Context: an optimization exercise on an open-source flow, tuned for small area, a short achievable clock period and few clock cycles. The choices shown serve that exercise and are no tape-out recipe. In this exercise RTL edits were held to simulation tests only and were not proved equivalent to the original.

==> flow/design.v <==
`timescale 1ns / 1ps
module pfx_add #(parameter W = 32, parameter L = 5) (
    input  wire [W-1:0] a,
    input  wire [W-1:0] b,
    input  wire         ci,
    output wire [W-1:0] s
);
    wire [W-1:0] p = a ^ b;
    wire [W-1:0] gg [0:L];
    wire [W-1:0] pp [0:L];
    assign gg[0] = (a & b) | {{(W-1){1'b0}}, p[0] & ci};
    assign pp[0] = p;
    genvar l, i;
    generate
        for (l = 0; l < L; l = l + 1) begin : g_lvl
            for (i = 0; i < W; i = i + 1) begin : g_bit
                if ((i >> l) & 1) begin : g_op
                    localparam integer J = ((i >> l) << l) - 1;
                    assign gg[l+1][i] = gg[l][i] | (pp[l][i] & gg[l][J]);
                    assign pp[l+1][i] = pp[l][i] & pp[l][J];
                end else begin : g_pass
                    assign gg[l+1][i] = gg[l][i];
                    assign pp[l+1][i] = pp[l][i];
                end
            end
        end
    endgenerate
    assign s = p ^ {gg[L][W-2:0], ci};
endmodule
module cmp_tree (
    input  wire [31:0] a,
    input  wire [31:0] b,
    output wire        eq,
    output wire        lt
);
    wire [31:0] e0 = ~(a ^ b);
    wire [31:0] l0 = {a[31] & ~b[31], ~a[30:0] & b[30:0]};
    wire [31:0] ee [0:5];
    wire [31:0] ll [0:5];
    assign ee[0] = e0;
    assign ll[0] = l0;
    genvar l, i;
    generate
        for (l = 0; l < 5; l = l + 1) begin : g_lvl
            for (i = 0; i < (32 >> (l + 1)); i = i + 1) begin : g_node
                assign ll[l+1][i] = ll[l][2*i+1] | (ee[l][2*i+1] & ll[l][2*i]);
                assign ee[l+1][i] = ee[l][2*i+1] & ee[l][2*i];
            end
            for (i = (32 >> (l + 1)); i < 32; i = i + 1) begin : g_pad
                assign ll[l+1][i] = 1'b0;
                assign ee[l+1][i] = 1'b0;
            end
        end
    endgenerate
    assign eq = ee[5][0];
    assign lt = ll[5][0];
endmodule
`timescale 1ns / 1ps
module myCPU (
    input  wire         cpu_rst,
    input  wire         cpu_clk,
    output wire [13:0]  inst_addr,
    input  wire [31:0]  inst,
    output wire [31:0]  Bus_addr,
    input  wire [31:0]  Bus_rdata,
    output wire         Bus_we,
    output wire [31:0]  Bus_wdata
);
    reg  [31:0] e_a;         
    reg  [31:0] e_b;         
    reg  [31:0] e_s;         
    reg  [ 4:0] e_rd;
    reg         e_wr;        
    reg         e_st;        
    reg         e_ld;        
    reg         e_br;        
    reg         e_jr;        
    reg         e_pred;      
    reg  [ 2:0] e_f3;        
    reg         e_sub;
    reg         e_sra;
    reg  [ 2:0] e_op;        
    reg         e_ress;      
    reg         e_lui;
    reg  [31:0] pc;
    reg  [31:0] m_res;       
    reg  [31:0] m_wd;        
    reg  [ 4:0] m_rd;
    reg         m_wr;
    reg         m_ld;
    reg         m_st;
    wire [31:0] sum;
    pfx_add #(32) u_add (.a(e_a), .b(e_b), .ci(e_sub), .s(sum));
    reg  [31:0] shin, shout, shr;
    integer i;
    always @(*) begin
        for (i = 0; i < 32; i = i + 1)
            shin[i] = (e_op[2]) ? e_a[i] : e_a[31 - i];
        shr = $signed({e_sra & e_a[31], shin}) >>> e_b[4:0];
        for (i = 0; i < 32; i = i + 1)
            shout[i] = (e_op[2]) ? shr[i] : shr[31 - i];
    end
    reg [31:0] alu;
    always @(*) begin
        case (e_op)
            3'd1, 3'd5: alu = shout;
            3'd4:       alu = e_a ^ e_b;
            3'd6:       alu = e_a | e_b;
            3'd7:       alu = e_a & e_b;
            default:    alu = sum;
        endcase
    end
    wire [31:0] r_e = e_ress ? e_s : alu;
    wire eq, lt;
    cmp_tree u_cmp (.a(e_a), .b(e_b), .eq(eq), .lt(lt));
    wire tkn = e_f3[2] ? lt : (eq ^ e_f3[0]);
    wire redirect = (e_br & (tkn != e_pred)) | e_jr;
    wire [31:0] rtarget = e_jr ? sum : e_s;
    always @(posedge cpu_clk) begin
        m_res <= r_e;
        m_wd  <= e_s;
        m_rd  <= e_rd;
    end
    always @(posedge cpu_clk or posedge cpu_rst)
        if (cpu_rst) begin
            m_wr <= 1'b0;
            m_ld <= 1'b0;
            m_st <= 1'b0;
        end else begin
            m_wr <= e_wr;
            m_ld <= e_ld;
            m_st <= e_st;
        end
    assign Bus_addr  = m_res;
    assign Bus_wdata = m_wd;
    assign Bus_we    = m_st;
    wire [31:0] res = m_ld ? Bus_rdata : m_res;
    reg  [31:0] rf [1:31];
    reg  [31:1] rv;
    genvar g;
    generate
        for (g = 1; g < 32; g = g + 1) begin : g_rf
            always @(posedge cpu_clk)
                if (m_wr && m_rd == g) rf[g] <= res;
        end
    endgenerate
    generate
        for (g = 1; g < 32; g = g + 1) begin : g_rv
            always @(posedge cpu_clk or posedge cpu_rst)
                if (cpu_rst) rv[g] <= 1'b0;
                else if (m_wr && m_rd == g) rv[g] <= 1'b1;
        end
    endgenerate
    assign inst_addr = pc[15:2];
    wire [6:0] opc = inst[6:0];
    wire [4:0] rd  = inst[11:7];
    wire [4:0] rs1 = inst[19:15];
    wire [4:0] rs2 = inst[24:20];
    wire [2:0] f3  = inst[14:12];
    wire is_ctl  = opc[6];                           
    wire is_br   = opc[6] & ~opc[2];
    wire is_jal  = opc[6] & opc[3];
    wire is_jalr = opc[6] & opc[2] & ~opc[3];
    wire is_alu  = ~opc[6] & opc[4];                 
    wire is_lui  = is_alu & opc[2];
    wire is_r    = is_alu & opc[5] & ~opc[2];
    wire is_ld   = ~opc[6] & ~opc[4] & ~opc[5];
    wire is_st   = ~opc[6] & ~opc[4] & opc[5];
    wire writes  = ~is_br & ~is_st & (rd != 5'd0);
    wire [31:0] imm_i = {{20{inst[31]}}, inst[31:20]};
    wire [31:0] imm_s = {{20{inst[31]}}, inst[31:25], inst[11:7]};
    wire [31:0] imm_b = {{20{inst[31]}}, inst[7], inst[30:25], inst[11:8], 1'b0};
    wire [31:0] imm_j = {{12{inst[31]}}, inst[19:12], inst[20], inst[30:21], 1'b0};
    wire [31:0] imm_u = {inst[31:12], 12'b0};
    wire fe1 = e_wr & (e_rd == rs1);
    wire fe2 = e_wr & (e_rd == rs2);
    wire fm1 = m_wr & (m_rd == rs1);
    wire fm2 = m_wr & (m_rd == rs2);
    reg  [31:0] t1, t2;
    integer k;
    always @(*) begin
        t1 = 32'b0;
        t2 = 32'b0;
        for (k = 1; k < 32; k = k + 1) begin
            t1 = t1 | ({32{rv[k] & (rs1 == k)}} & rf[k]);
            t2 = t2 | ({32{rv[k] & (rs2 == k)}} & rf[k]);
        end
    end
    wire [31:0] q1 = fm1 ? res : t1;
    wire [31:0] q2 = fm2 ? res : t2;
    wire [31:0] r1 = fe1 ? r_e : q1;
    wire [31:0] r2 = fe2 ? r_e : q2;
    wire use1  = ~is_lui & ~is_jal;
    wire use2  = is_r | is_br | is_st;
    wire sub   = is_r & inst[30] & (f3 == 3'b000);
    wire stall = (e_ld & ((use1 & fe1) | (use2 & fe2))) | (sub & fe2);
    wire        bpred  = inst[31] | (f3 == 3'b001);
    wire        pred   = is_jal | (is_br & bpred);
    wire [31:0] x1v    = rf[1] & {32{rv[1]}};
    wire        ret_ok = (rs1 == 5'd1) & (inst[31:20] == 12'd0) &
                         (fe1 ? e_ress : (fm1 ? ~m_ld : 1'b1));
    wire [31:0] ret_t  = fe1 ? e_s : (fm1 ? m_res : x1v);
    wire        lj_ok  = fe1 & e_lui;
    wire [19:0] lui_m1 = e_s[31:12] - 20'd1;
    wire [31:0] lj_t   = {(inst[31] ? lui_m1 : e_s[31:12]), inst[31:20]};
    wire        jr_ok  = is_jalr & (ret_ok | lj_ok);
    wire [31:0] jr_t   = ret_ok ? ret_t : lj_t;
    wire [31:0] pc4    = pc + 32'd4;
    wire [31:0] pcb, pcj;
    pfx_add #(32) u_padb (.a(pc), .b(imm_b), .ci(1'b0), .s(pcb));
    pfx_add #(32) u_padj (.a(pc), .b(imm_j), .ci(1'b0), .s(pcj));
    wire [31:0] pcimm  = is_jal ? pcj : pcb;
    wire [31:0] pc_nxt = redirect ? rtarget : stall ? pc : (pred ? pcimm : (jr_ok ? jr_t : pc4));
    always @(posedge cpu_clk or posedge cpu_rst)
        if (cpu_rst) pc <= 32'b0;
        else         pc <= pc_nxt;
    wire [31:0] b_in = (is_r | is_br) ? (sub ? ~q2 : r2) : (is_st ? imm_s : imm_i);
    wire [31:0] s_in = is_st  ? r2 :
                       is_lui ? imm_u :
                       (is_jal | is_jalr | bpred) ? pc4 : pcimm;
    always @(posedge cpu_clk) begin
        e_a    <= r1;
        e_b    <= b_in;
        e_s    <= s_in;
        e_rd   <= rd;
        e_pred <= bpred;
        e_f3   <= f3;
        e_sub  <= sub;
        e_sra  <= inst[30] & f3[2];
        e_op   <= (is_alu & ~is_lui) ? f3 : 3'd0;
        e_ress <= is_lui | is_jal | is_jalr;
        e_lui  <= is_lui;
    end
    always @(posedge cpu_clk or posedge cpu_rst)
        if (cpu_rst) begin
            e_wr <= 1'b0;
            e_st <= 1'b0;
            e_ld <= 1'b0;
            e_br <= 1'b0;
            e_jr <= 1'b0;
        end else begin
            e_wr <= writes  & ~redirect & ~stall;
            e_st <= is_st   & ~redirect & ~stall;
            e_ld <= is_ld   & ~redirect & ~stall;
            e_br <= is_br   & ~redirect & ~stall;
            e_jr <= is_jalr & ~jr_ok & ~redirect & ~stall;
        end
endmodule
clock: 8.0 ns
lec_check: 0
abc_area: 1
cap_margin: 20
cell_pad_in_sites_detail_placement: 1
cell_pad_in_sites_global_placement: 1
core_margin: 2
core_utilization: 55
cts_cluster_diameter: 70
cts_cluster_size: 25
place_density: 0.72
setup_slack_margin: 5.0
slew_margin: 20
tns_end_percent: 5
run.sh (not shown) runs the stock make flow with config.mk's settings and CLKGATE_MAP_FILE= SYNTH_SCRIPT=/design/flow/synth_recipe.tcl, a recipe that flattens the netlist after the stock synthesis.
The starting point did not get past global routing.
Testbench counts at the start, summed over its fixed seeds: cycles 151,931.
Then changed:
Settings changed: ABC_AREA 1 to unset, CORE_UTILIZATION 55 to 40, CTS_CLUSTER_DIAMETER 70 to 80, CTS_CLUSTER_SIZE 25 to 30, PLACE_DENSITY 0.72 to 0.55.
Outcome: Now the flow produced a clean layout. Synthesized area goes down by 5.3%. Synthesized cell count is lower by 31%.

[what the ideal ports hide]
The results above use ideal ports. As a check the final layout listed here was re-extracted and re-timed, cells and wires unchanged.
Step 1 sets driving cells, clkbuf_16 on the clock port and buf_2 on the other inputs (assumed; they add their load-dependent delay and slew).
Step 2 moves the port delays by t, midway between the first and last clock arrival at a register: inputs arrive t later, outputs are due t later. That takes back most of the time a late clock gives input paths.
a / b / c = ideal ports / drivers / drivers and shift; a / b = the first two.
run: the second run
shift t [ns]: 0.839
slack for setup (ns): 3.985 / 3.958 / 3.119
latest minus earliest clock arrival (ns): 0.080 / 0.080
worst data-port slew with drivers (ns): 0.18
After both steps the second run still meets setup and hold. The setup slack of the second run moves by -0.027 ns with the drivers and by -0.866 ns with both steps.
